Background: an optimization exercise with open tools, aiming at small area. Do not read the settings as production practice. Only simulation tests tie the RTL to the original design; equivalence was not proved. Power and IR drop assume default switching activity.

### flow/design.v
`timescale 1ns / 1ps
module board(
    input clk,
    input rst,
    input [11:0] passSW,
    input T1btn,
    input T0btn,
    input Cbtn,
    output bnkLED,
    output t1LED,
    output t0LED,
    input counterSW,
    input bankSW,
    input chPASS,
    output a,
    output b,
    output c,
    output d,
    output e,
    output f,
    output g,
    output an0,
    output an1,
    output an2,
    output an3,
    output Wait
    );
    wire [4:0] ssd0_pre, ssd1_pre, ssd2_pre, ssd3_pre;
    wire [6:0] ssd0, ssd1, ssd3, ssd2;
    wire  T1btn_c, T0btn_c,  Cbtn_c;
    bankSystem core(.ssd0(ssd0_pre), .ssd1(ssd1_pre), .ssd2(ssd2_pre), .ssd3(ssd3_pre), .passSW(passSW), 
    .Teller1btn(T1btn_c), .Teller0btn(T0btn_c), .bankLed(bnkLED), .Teller1led(t1LED), .Teller0led(t0LED), 
    .rst(rst), .clk(clk), .customerBTN(Cbtn_c),  .counterSW(counterSW), .bankSW(bankSW), .chPASS(chPASS), .Wait(Wait));
    int5bitToHexSSD_bankVer ssd0M(.in(ssd0_pre), .out(ssd0));
    int5bitToHexSSD_bankVer ssd1M(.in(ssd1_pre), .out(ssd1));
    int5bitToHexSSD_bankVer ssd2M(.in(ssd2_pre), .out(ssd2));
    int5bitToHexSSD_bankVer ssd3M(.in(ssd3_pre), .out(ssd3));
    ssd ssdControl(.clk(clk), .rst(rst), .a0(ssd0[0]), .a1(ssd1[0]), .a2(ssd2[0]), .a3(ssd3[0]),
    .b0(ssd0[1]), .b1(ssd1[1]), .b2(ssd2[1]), .b3(ssd3[1]), .c0(ssd0[2]), .c1(ssd1[2]), .c2(ssd2[2]), .c3(ssd3[2]),
    .d0(ssd0[3]), .d1(ssd1[3]), .d2(ssd2[3]), .d3(ssd3[3]), .e0(ssd0[4]), .e1(ssd1[4]), .e2(ssd2[4]), .e3(ssd3[4]),
    .f0(ssd0[5]), .f1(ssd1[5]), .f2(ssd2[5]), .f3(ssd3[5]), .g0(ssd0[6]), .g1(ssd1[6]), .g2(ssd2[6]), .g3(ssd3[6]),
    .a(a), .b(b), .c(c), .d(d), .e(e), .f(f), .g(g), .an0(an0), .an1(an1), .an2(an2), .an3(an3));
    debouncer t0BUT(.clk(clk), .rst(rst), .noisy_in(T0btn), .clean_out(T0btn_c));
    debouncer t1BUT(.clk(clk), .rst(rst), .noisy_in(T1btn), .clean_out(T1btn_c));
    debouncer cBUT(.clk(clk), .rst(rst), .noisy_in(Cbtn), .clean_out(Cbtn_c));
endmodule
`timescale 1ns / 1ps
module bankSystem(ssd0, ssd1, ssd2, ssd3, passSW, Teller1btn, Teller0btn,
  bankLed, Teller1led, Teller0led, rst, clk, customerBTN, counterSW, bankSW, chPASS, Wait);
  input clk, rst;  
  output [4:0] ssd1, ssd2, ssd3, ssd0;  
  input [11:0] passSW;  
  input Teller1btn, Teller0btn;  
  input customerBTN;  
  input counterSW;  
  input bankSW;  
  input chPASS;  
  output reg bankLed, Teller1led, Teller0led;  
  reg [7:0] callingCus, totalCus, teller1call, teller0call;
  reg [11:0] passT1, passT0;  
  reg trigQueNumTake;  
  output reg Wait;  
  reg waitswho;  
  wire blinkOff, queueActive;
  wire [7:0] waitingCus;  
  wire readyForClose;  
  wire [2:0] operation;  
  wire notRdyCls;
  assign notRdyCls = ~readyForClose & bankSW;
  assign operation = {bankSW, counterSW, chPASS};  
  assign readyForClose = (~(Teller1led | Teller0led) & (callingCus == totalCus)) | ~bankLed;
  assign waitingCus = totalCus - callingCus;
  always@(posedge clk or posedge rst)  
    begin
      if(rst)
        begin
          teller1call <= 8'b0;
          teller0call <= 8'b0;
          callingCus <= 8'b0;
        end
      else if((operation == 3'b0) & (waitingCus != 8'b0))
        begin
 if(Teller0btn & Teller0led)
            begin
              teller0call <= callingCus + 8'b1;
              callingCus <= callingCus + 8'b1;
            end
          else if(Teller1btn & Teller1led)
            begin
              teller1call <= callingCus + 8'b1;
              callingCus <= callingCus + 8'b1;
            end
        end
    end
  always@(posedge clk or posedge rst)  
    begin
      if(rst)
        begin
          bankLed <= 0;
          Teller0led <= 0;
          Teller1led <= 0;
          Wait <= 0;
          passT0 <= 12'd0;
          passT1 <= 12'd0;
        end
      else
        case (operation)
          3'b100:  
            begin  
              if(readyForClose)
                begin  
                  if (Wait)  
                      case(waitswho)
                        0: if((passSW == passT0) & Teller0btn)
                            begin  
                              bankLed <= ~bankLed;
                              Wait <= 0;
                            end  
                        1: if((passSW == passT1) & Teller1btn)
                            begin  
                              bankLed <= ~bankLed;
                              Wait <= 0;
                            end  
                      endcase
                  else
                    begin  
                      if((passSW == passT0) & Teller0btn)
                        begin  
                          Wait <= 1;
                          waitswho <= 1;
                        end  
                      else if((passSW == passT1) & Teller1btn)
                        begin  
                          Wait <= 1;
                          waitswho <= 0;
                        end  
                    end  
                  end  
            end  
          3'b010:  
            begin
              if((passSW == passT0) & Teller0btn)
                  Teller0led <= ~Teller0led;
              else if((passSW == passT1) & Teller1btn)
                  Teller1led <= ~Teller1led;
            end
          3'b001:  
            begin
              if (Wait)  
                  case(waitswho)
                    0: if(Teller0btn)
                        passT0 <= passSW;
                    1: if(Teller1btn)
                        passT1 <= passSW;
                  endcase
              else
                begin  
                  if((passSW == passT0) & Teller0btn)
                    begin  
                      Wait <= 1;
                      waitswho <= 0;
                    end  
                  else if((passSW == passT1) & Teller1btn)
                    begin  
                      Wait <= 1;
                      waitswho <= 1;
                    end  
                end  
            end
          default: Wait <= 0;
        endcase
    end
  always@(posedge clk or posedge rst)  
    begin
      if (rst)
        begin
          trigQueNumTake <= 0;
          totalCus <= 8'd0;
        end
      else if(bankLed)
        begin
          if(customerBTN)
            begin
              trigQueNumTake <= 1;
              totalCus <= totalCus + 8'b1;
            end
          else
            begin
              trigQueNumTake <= 0;
            end
        end
      else
        begin
          totalCus <= 8'd0;
          trigQueNumTake <= 0;
        end
    end
  displaySelection ssdSelector(.dig0(ssd0), .dig1(ssd1), .dig2(ssd2), .dig3(ssd3),
      .bankClosed(bankLed), .queueNum(queueActive), .totalCus(totalCus),
      .teller1call(teller1call), .teller0call(teller0call),
      .notRdyCls(notRdyCls), .waitingCus(waitingCus), .blinkOff(blinkOff));
  queueNumTakeProces queuemng(.trigQueNumTake(trigQueNumTake), .clk(clk), .rst(rst),
                                .queueActive(queueActive), .blinkOff(blinkOff));
endmodule
module displaySelection(dig0, dig1, dig2, dig3, bankClosed, queueNum, totalCus,
  teller1call, teller0call, notRdyCls, waitingCus, blinkOff );
  parameter a = 5'd10, b = 5'd11, c = 5'd12, d = 5'd13, h = 5'd19;
  parameter e = 5'd14, f = 5'd15, o = 5'd16, L = 5'd17, p = 5'd18, r = 5'd20;
  output reg [4:0] dig0, dig1, dig2, dig3;
  input bankClosed, notRdyCls;
  input blinkOff, queueNum ;
  input [7:0] totalCus, teller1call, teller0call, waitingCus;
  always@(*)
    if(!bankClosed)  
      begin
        dig3 = c;
        dig2 = L;
        dig1 = 5'd5;  
        dig0 = d;
      end
    else if(blinkOff)  
      begin
        dig3 = 5'b11111;
        dig2 = 5'b11111;
        dig1 = 5'b11111;
        dig0 = 5'b11111;
      end
    else if(queueNum)  
      begin
        dig3 = 5'b11111;
        dig2 = 5'b11111;
        dig1 = {1'b0 ,totalCus[7:4]};
        dig0 = {1'b0 ,totalCus[3:0]};
      end
    else if(notRdyCls)  
      begin
        dig3 = r;
        dig2 = 5'd12;  
        dig1 = {1'b0 ,waitingCus[7:4]};
        dig0 = {1'b0 ,waitingCus[3:0]};
      end
    else
      begin  
        dig3 = {1'b0 ,teller1call[7:4]};
        dig2 = {1'b0 ,teller1call[3:0]};
        dig1 = {1'b0 ,teller0call[7:4]};
        dig0 = {1'b0 ,teller0call[3:0]};
      end
endmodule
module queueNumTakeProces(trigQueNumTake, clk, rst, queueActive, blinkOff);
  input trigQueNumTake, clk, rst;
  output reg queueActive;
  output blinkOff;
  reg [1:0] state;
  wire oneSecSig, quarSecSig, quaTrig, quaTrigRep;
  reg quarSecSig_s;
  quarSecWait quaCount(.start(quaTrig), .rst(rst), .clk(clk), .lastCycle(quarSecSig));
  oneSecWait oneCount(.start(trigQueNumTake), .rst(rst), .clk(clk), .lastCycle(oneSecSig));
  assign quaTrig = trigQueNumTake | quaTrigRep;
  assign blinkOff = state[0];
  always@(posedge clk or posedge rst)  
    begin
      if (rst)
        begin
          state <= 2'b0;
        end
      else
        case (state)
          2'b11: state <= 2'b0;
          default: state <= state + {1'b0, quarSecSig};
        endcase
    end
  always@(posedge clk or posedge rst) 
    if (rst)
        queueActive <= 0;
    else if (oneSecSig)
        queueActive <= 0;
    else if (trigQueNumTake)
        queueActive <= 1;
    assign quaTrigRep = quarSecSig_s & (state != 2'd3);
    always@(posedge clk)
        begin
            quarSecSig_s <= quarSecSig;   
        end
endmodule
`timescale 1ns / 1ps
module oneSecWait(start, rst, clk, lastCycle);
  parameter oneSec = 17'd100000;  
  parameter counterSize = 17;  
  input start, rst, clk;
  output lastCycle;
  reg [(counterSize - 1):0] count;
  assign lastCycle = (count == oneSec);
  always@(posedge clk or posedge rst)
    begin
      if(rst)
        count <= 0;
      else if(count == oneSec)
        count <= 0;
      else if(start)
        count <= 1;
      else if(count != 0)
        count <= count + 1;
      else
        count <= count;
    end
endmodule  
module halfSecWait(start, rst, clk, lastCycle);
  parameter oneSec = (17'd100000 >> 1);  
  parameter counterSize = (17 - 1);  
  input start, rst, clk;
  output lastCycle;
  reg [(counterSize - 1):0] count;
  assign lastCycle = (count == oneSec);
  always@(posedge clk or posedge rst)
    begin
      if(rst)
        count <= 0;
      else if(count == oneSec)
        count <= 0;
      else if(start)
        count <= 1;
      else if(count != 0)
        count <= count + 1;
      else
        count <= count;
    end
endmodule  
module quarSecWait(start, rst, clk, lastCycle);
  parameter oneSec = (17'd100000 >> 2);  
  parameter counterSize = (17 - 2);  
  input start, rst, clk;
  output lastCycle;
  reg [(counterSize - 1):0] count;
  always@(posedge clk or posedge rst)
    begin
      if(rst)
        count <= 0;
      else if(count == oneSec)
        count <= 0;
      else if(start)
        count <= 1;
      else if(count != 0)
        count <= count + 1;
      else
        count <= count;
    end
  assign lastCycle = (count == oneSec);
endmodule  
 `timescale 1ns / 1ps
module int4bitToHexSSD(in, out);
  parameter zero = 7'b0000001, one = 7'b1001111, two = 7'b0010010;
  parameter thr = 7'b0000110, four = 7'b1001100, five = 7'b0100100;
  parameter six = 7'b0100000, svn = 7'b0001111, eght = 7'b0000000;
  parameter nine = 7'b0000100, A = 7'b0001000, B = 7'b1100000;
   parameter C = 7'b0110001, D = 7'b1000010, E = 7'b0110000, F = 7'b0111000;
  input [3:0] in;
  output reg [6:0] out;
  always@(*)
        case (in)
          4'b0: out = zero;
          4'b1: out = one;
          4'b10: out = two;
          4'b11: out = thr;
          4'b100: out = four;
          4'b101: out = five;
          4'b110: out = six;
          4'b111: out = svn;
          4'b1000: out = eght;
          4'b1001: out = nine;
          4'b1010: out = A;
          4'b1011: out = B;
          4'b1100: out = C;
          4'b1101: out = D;
          4'b1110: out = E;
          4'b1111: out = F;
        endcase
endmodule
module int5bitToHexSSD_bankVer(in, out);
  parameter zero = 7'b0000001, one = 7'b1001111, two = 7'b0010010;  
  parameter thr = 7'b0000110, four = 7'b1001100, five = 7'b0100100;  
  parameter six = 7'b0100000, svn = 7'b0001111, eght = 7'b0000000;  
  parameter nine = 7'b0000100, A = 7'b0001000, B = 7'b1100000;  
  parameter C = 7'b0110001, D = 7'b1000010, E = 7'b0110000, F = 7'b0111000;  
  parameter  o = 7'b1100010, L = 7'b1110001, empty = 7'b1111111;  
  parameter  p = 7'b0011000, h = 7'b1101000, r = 7'b1111010;  
  input [4:0] in;
  output reg [6:0] out;
  always@(*)
        case (in)
          5'b0: out = zero;
          5'b1: out = one;
          5'b10: out = two;
          5'b11: out = thr;
          5'b100: out = four;
          5'b101: out = five;
          5'b110: out = six;
          5'b111: out = svn;
          5'b1000: out = eght;
          5'b1001: out = nine;
          5'b1010: out = A;
          5'b1011: out = B;
          5'b1100: out = C;
          5'b1101: out = D;
          5'b1110: out = E;
          5'b1111: out = F;
          5'b10000: out = o;
          5'b10001: out = L;
          5'b10010: out = p;
          5'b10011: out = h;
          5'b10100: out = r;
          default: out = empty;
        endcase
endmodule
`timescale 1ns / 1ps
module debouncer(
	input 		clk,
	input 		rst,
	input 		noisy_in,  
	output reg 	clean_out  
    );
reg noisy_in_reg;
reg clean_out_tmp1;  
reg clean_out_tmp2;  
always@(posedge clk or posedge rst)
begin
	if (rst) 
        begin
            noisy_in_reg <= 0;
            clean_out_tmp1 <= 0;
            clean_out_tmp2 <= 0;   
            clean_out <= 0;
        end
	else 
	   begin
		noisy_in_reg <= noisy_in;  
		clean_out_tmp1 <= noisy_in_reg;
		clean_out_tmp2 <= clean_out_tmp1;
		clean_out <= ~clean_out_tmp2 & clean_out_tmp1;  
	end
end
endmodule
`timescale 1ns / 1ps
module ssd( clk, rst, a0,a1,a2,a3,b0,b1,b2,b3,c0,c1,c2,c3,d0,d1,d2,d3,e0,e1,e2,e3,
f0,f1,f2,f3,g0,g1,g2,g3,a,b,c,d,e,f,g,an0,an1,an2,an3
    );
input clk, rst; 
input a0,a1,a2,a3,b0,b1,b2,b3,c0,c1,c2,c3,d0,d1,d2,d3,e0,e1,e2,e3,f0,f1,f2,f3,g0,g1,g2,g3; 
output reg a,b,c,d,e,f,g,an0,an1,an2,an3; 
reg [2:0] state; 
reg [4:0] counter; 
always @ (posedge clk) begin  
	if(rst) begin	 
		state <= 0;		 
		counter <= 0;
	end else begin  
		if(counter == 5'd24)  
		begin                
			if (state == 3'b100)  
			state <= 1;
			else 						 
			state <= state + 1;
		counter <= 0;		 
		end
		else
		counter <= counter + 1;  
	end
end
always@(posedge clk)
begin
	if(rst) 
	begin
	an0 <= 1;
	an1 <= 1;
	an2 <= 1;
	an3 <= 1;
	a <= 1;
	b <= 1;
	c <= 1;
	d <= 1;
	e <= 1;
	f <= 1;
	g <= 1;
	end
	else if(state == 3'b001)  
	begin
	an0 <= 0;
	an1 <= 1;
	an2 <= 1;
	an3 <= 1;
	a <= a0;
	b <= b0;
	c <= c0;
	d <= d0;
	e <= e0;
	f <= f0;
	g <= g0;
	end
	else if(state == 3'b010)  
	begin
	an0 <= 1;
	an1 <= 0;
	an2 <= 1;
	an3 <= 1;
	a <= a1;
	b <= b1;
	c <= c1;
	d <= d1;
	e <= e1;
	f <= f1;
	g <= g1;
	end
	else if(state == 3'b011)  
	begin
	an0 <= 1;
	an1 <= 1;
	an2 <= 0;
	an3 <= 1;
	a <= a2;
	b <= b2;
	c <= c2;
	d <= d2;
	e <= e2;
	f <= f2;
	g <= g2;
	end
	else if(state == 3'b100)	 
	begin
	an0 <= 1;
	an1 <= 1;
	an2 <= 1;
	an3 <= 0;
	a <= a3;
	b <= b3;
	c <= c3;
	d <= d3;
	e <= e3;
	f <= f3;
	g <= g3;
	end
	else  
	begin
	an0 <= 1;
	an1 <= 1;
	an2 <= 1;
	an3 <= 1;
	a <= 1;
	b <= 1;
	c <= 1;
	d <= 1;
	e <= 1;
	f <= 1;
	g <= 1;
	end
end
endmodule
### flow/run.sh
#!/bin/bash
# synth_recipe.tcl (not shown) runs the flow's synth.tcl, then flattens the netlist and writes it again
# the make line also repeats each setting of config.mk as NAME=value (left out here)
make -C /OpenROAD-flow-scripts/flow DESIGN_CONFIG=/design/flow/config.mk WORK_HOME=/design/flow/orfs CLKGATE_MAP_FILE= SYNTH_SCRIPT=/design/flow/synth_recipe.tcl finish
### flow/config.mk
export PLATFORM = sky130hd
export DESIGN_NAME = board
export DESIGN_NICKNAME = board
export VERILOG_FILES = /design/flow/design.v
export SDC_FILE = /design/flow/constraint.sdc
export NUM_CORES = 4
export LEC_CHECK = 0
export CAP_MARGIN = 20
export CORE_MARGIN = 2
export CORE_UTILIZATION = 40
export SLEW_MARGIN = 20
### flow/constraint.sdc
create_clock -name core_clock -period 10.0 [get_ports {clk}]
set_input_delay 2.0000 -clock core_clock [delete_from_list [all_inputs] [get_ports {clk}]]
set_output_delay 2.0000 -clock core_clock [all_outputs]
set_load 0.01 [all_outputs]
==> run notes <==
- Kind of critical path: input port to flip-flop
- Max FFs per register: 17
- Seq cells post-synth: 129
- Unrepaired setup endpoints after global routing: no
- Compound-Gate Fraction of Synth Area: 14.1%
- Max Fanout on Critical Path: 15
- Total gr overflow: 0
- Syn Area/Cell: 9.35 µm²
- CTS sink count: 129
- Critical Path RT: 10.30 ns
- Share of cells above drive strength 1: 11.1%
- Worst IR drop on VDD: 0.139 mV
- Power Dens Cells: 132 nW/µm²
- Critical path depth: 12
- Mux contribution to synthesized area: 7.32%
- Wire per inst: 15.6 µm
- Clock transition at path regs: 0.06 ns
- DRT Pass-1 Iters: 5
- Outcome: finished clean
- Area leader, netlist: dfrtp_1
- Top FF cell, synth: dfrtp_1
- Critical Path AT: 5.41 ns
- Final nets: 928
- Adder-cell share of the synthesized area: 7.29%
- Worst path top cell family by delay: compound AO/OA/AOI/OAI gates
- Worst-Margin Slew: 1.02 ns
- CTS buffer count: 17
- Final HPWL from detailed placement: 12800 µm
- Die height: 144 µm
- Max Fclk: 196 MHz
- DP Area: 8400 µm²
- Ranking of synthesized cells by area: dfrtp_1 35%, ha_1 7.0%, mux2_2 6.0%
- Hold-fix buffers, CTS: 0
- Total GRT Usage: 18.2%
- Largest regs: core.queuemng.oneCount.count x17, core.queuemng.quaCount.count x15
- Routability cong.: 0.858
- Final Slew Violations: 0
- Setup crit start kind: input port
- Hold Fails Final Rpt: 0
- Slowest cell on crit path: nor2_1
- Die width: 144 µm
- Share of synthesized registers carrying an async set or reset: 83.7%
- Reg2Reg Launch Point: core.callingCus[4]
- R2R cell count: 16
- IO buf count: 34
- Critical path's largest stage delay: 0.70 ns
- Crit-path cells: clkdlybuf4s50_1 > o41ai_2 > buf_4 > nor2_1 > nor3b_1 > a211o_1 > o21ai_0 > inv_1 > ha_1 > mux2_2 > a21oi_1 > o2bb2ai_1
- WP buf/inv: 3
- Main combinational cell family by area after synthesis: simple AND/OR/NAND/NOR gates
- Antenna violations before repair: 0
- Syn. warnings: 8
- Final wirelength: 17800 µm
- Commonest non-fill, non-tap cells in the layout: 108 x dfrtp_1, 87 x nor2_1, 76 x nand2_1
- RR Endpoint: ssdControl.g
- Leak pwr: 0.00397 µW
- Number of flops mapped to enable cells by yosys: 1
- Yosys cell types: 76
- Sink of the worst hold path: t0BUT.clean_out_tmp1
- Hold path cells: 0
- Io pins: 35
- Clock insertion delay at the later pin of the skew report: 0.42 ns
- Postcts setup bufs: 0
- Largest net degree at the start of global routing: 79
- # H-tree levels: 4
- Min cycle time layout: 5.11 ns
- Diode count: 0
- Initial core utilization: 40.5%
- Most common cell after layout, fill and taps aside: dfrtp_1
- Fin Clk Skew: 0.0101 ns
- P&R area growth vs syn: 15.0%
- Non-Filler Cell Area, Final: 9000 µm²
- CORE AREA: 19300 µm²
- Top reg by flops: core.queuemng.oneCount.count
- Post-synthesis xor/xnor area fraction: 8.60%
- First-pass GRT wire length: 30000 µm
- Period utilisation layout: 51.1%
- Simple-Gate Fraction of Synth Area: 19.3%
- DRT antenna net count: 0
- Die area: 20700 µm²
- Final setup TNS: 0 ns
- Max_cap viols: 0
- Hold Path Class: flip-flop to flip-flop
- Initial DRC count: 303
- CTS root buffer: clkbuf_16
- Residual DRC: 0
- Vias in the first global route: 6035
- Setup violations, final: 0
- Overall Power: 1190 µW
- Synth top area share: 34.5%
- Vias per cell: 5.40
- Flop-to-flop setup slack: 5.91 ns
- Mapped Area: 7830 µm²
- Synthesized instance count: 837
- Setup crit end kind: flip-flop
- Register area share after synthesis: 40.0%
- Post-cts gate resize count: 0
- Synthesized net count: 902
- Rows: 51
- Worst hold start: t0BUT.noisy_in_reg
- Routed vias: 6158
- CTS tree: done
- Rel. slew slack: 31.7%
- Max Root-Sink Buffers: 2
-- layout make-up --
class,count,area (µm²)
Clock buffer,19,443
Clock inverter,13,150
Fill cell,1849,10300
Inverter,37,141
Multi-Input combinational cell,641,4430
Sequential cell,129,3130
Tap cell,265,332
Timing Repair Buffer,37,367
-- per-stage QoR --
step	hold slack [ns]	instances	setup WS, ns	util [%]
6_report	0.347	1141	4.89	46.5
5_1_grt	0.358	1141	4.57	46.5
4_1_cts	0.348	1141	4.94	46.5
3_5_place_dp	0.335	1109	4.56	43.4
3_3_place_gp	0.332	1109	4.68	43.4
2_1_floorplan	0.331	837	3.90	-
-- cell usage after synthesis (all sizes together) (3+ instances only) --
library cell,count
o211ai,7
and2,5
inv,36
nor4,10
mux2,42
o31ai,5
nand2,76
nand3,33
nor3,25
a311oi,3
a311o,4
nor3b,6
a211oi,7
a41oi,3
a211o,3
or2,6
clkbuf,20
o21ai,36
dfrtp,108
a2111oi,3
nand2b,10
a221oi,4
nand4,22
dfxtp,20
a22oi,3
or3,6
a31oi,9
and3,8
nor2b,9
nor2,87
ha,44
o22ai,7
mux2i,10
buf,10
xnor2,43
nand4b,4
xor2,33
a21oi,35
a221o,3
-- cells by family after synthesis --
| kind of cell | after synthesis |
|---|---|
| buffers and inverters | 67 |
| adder cells (fa/ha/maj) | 45 |
| multiplexers | 52 |
| AND/OR/NAND/NOR | 313 |
| flip-flops | 129 |
| AO/OA/AOI/OAI | 155 |
| XOR/XNOR | 76 |
-- how the worst max path moves through the flow --
stage / start / slack, ns / endpoint
6_report: bankSW / 4.89 / ssdControl.a
5_1_grt: bankSW / 4.57 / ssdControl.d
4_1_cts: bankSW / 4.94 / ssdControl.a
3_5_place_dp: bankSW / 4.56 / ssdControl.a
3_3_place_gp: bankSW / 4.68 / ssdControl.g
2_1_floorplan: rst / 3.90 / ssdControl.g
-- report_power, final --
group	switching, µW	internal (µW)	leakage [µW]
Sequential	2.58	525	0.00162
Combinational	22.1	14.8	0.00207
Clock	247	379	0.000279
Total	271	918	0.00397
-- per-layer routing --
metal	GRT usage, %	up-vias	part of all wire (%)
met5	0	-	0
met4	6.50	0	2.1
met3	3.37	26	3.6
met2	29.1	131	46
met1	24.8	2960	49
li1	-	3041	-

[re-timing with driven ports]
No port has a modelled driver above. Below, the same layout with a new extraction and two added sets of constraints. Step 1 sets driving cells, clkbuf_16 on the clock port and buf_2 on the other inputs (assumed; they add their load-dependent delay and slew). Step 2 also shifts input and output timing later by t, the mid clock arrival at the registers, as if the neighbouring blocks saw the same clock. Three values: no drivers, after step 1, after step 2; two values: the first two.
shift t [ns]: 0.456
setup slack, ns: 4.887 / 4.906 / 4.450
worst setup path after step 2: input to register
clock arrival spread, ns: 0.013 / 0.012
pins driven straight from the clock port: 1
After both steps this run still meets setup and hold. The setup slack of this run moves by +0.019 ns with the drivers and by -0.437 ns with both steps.
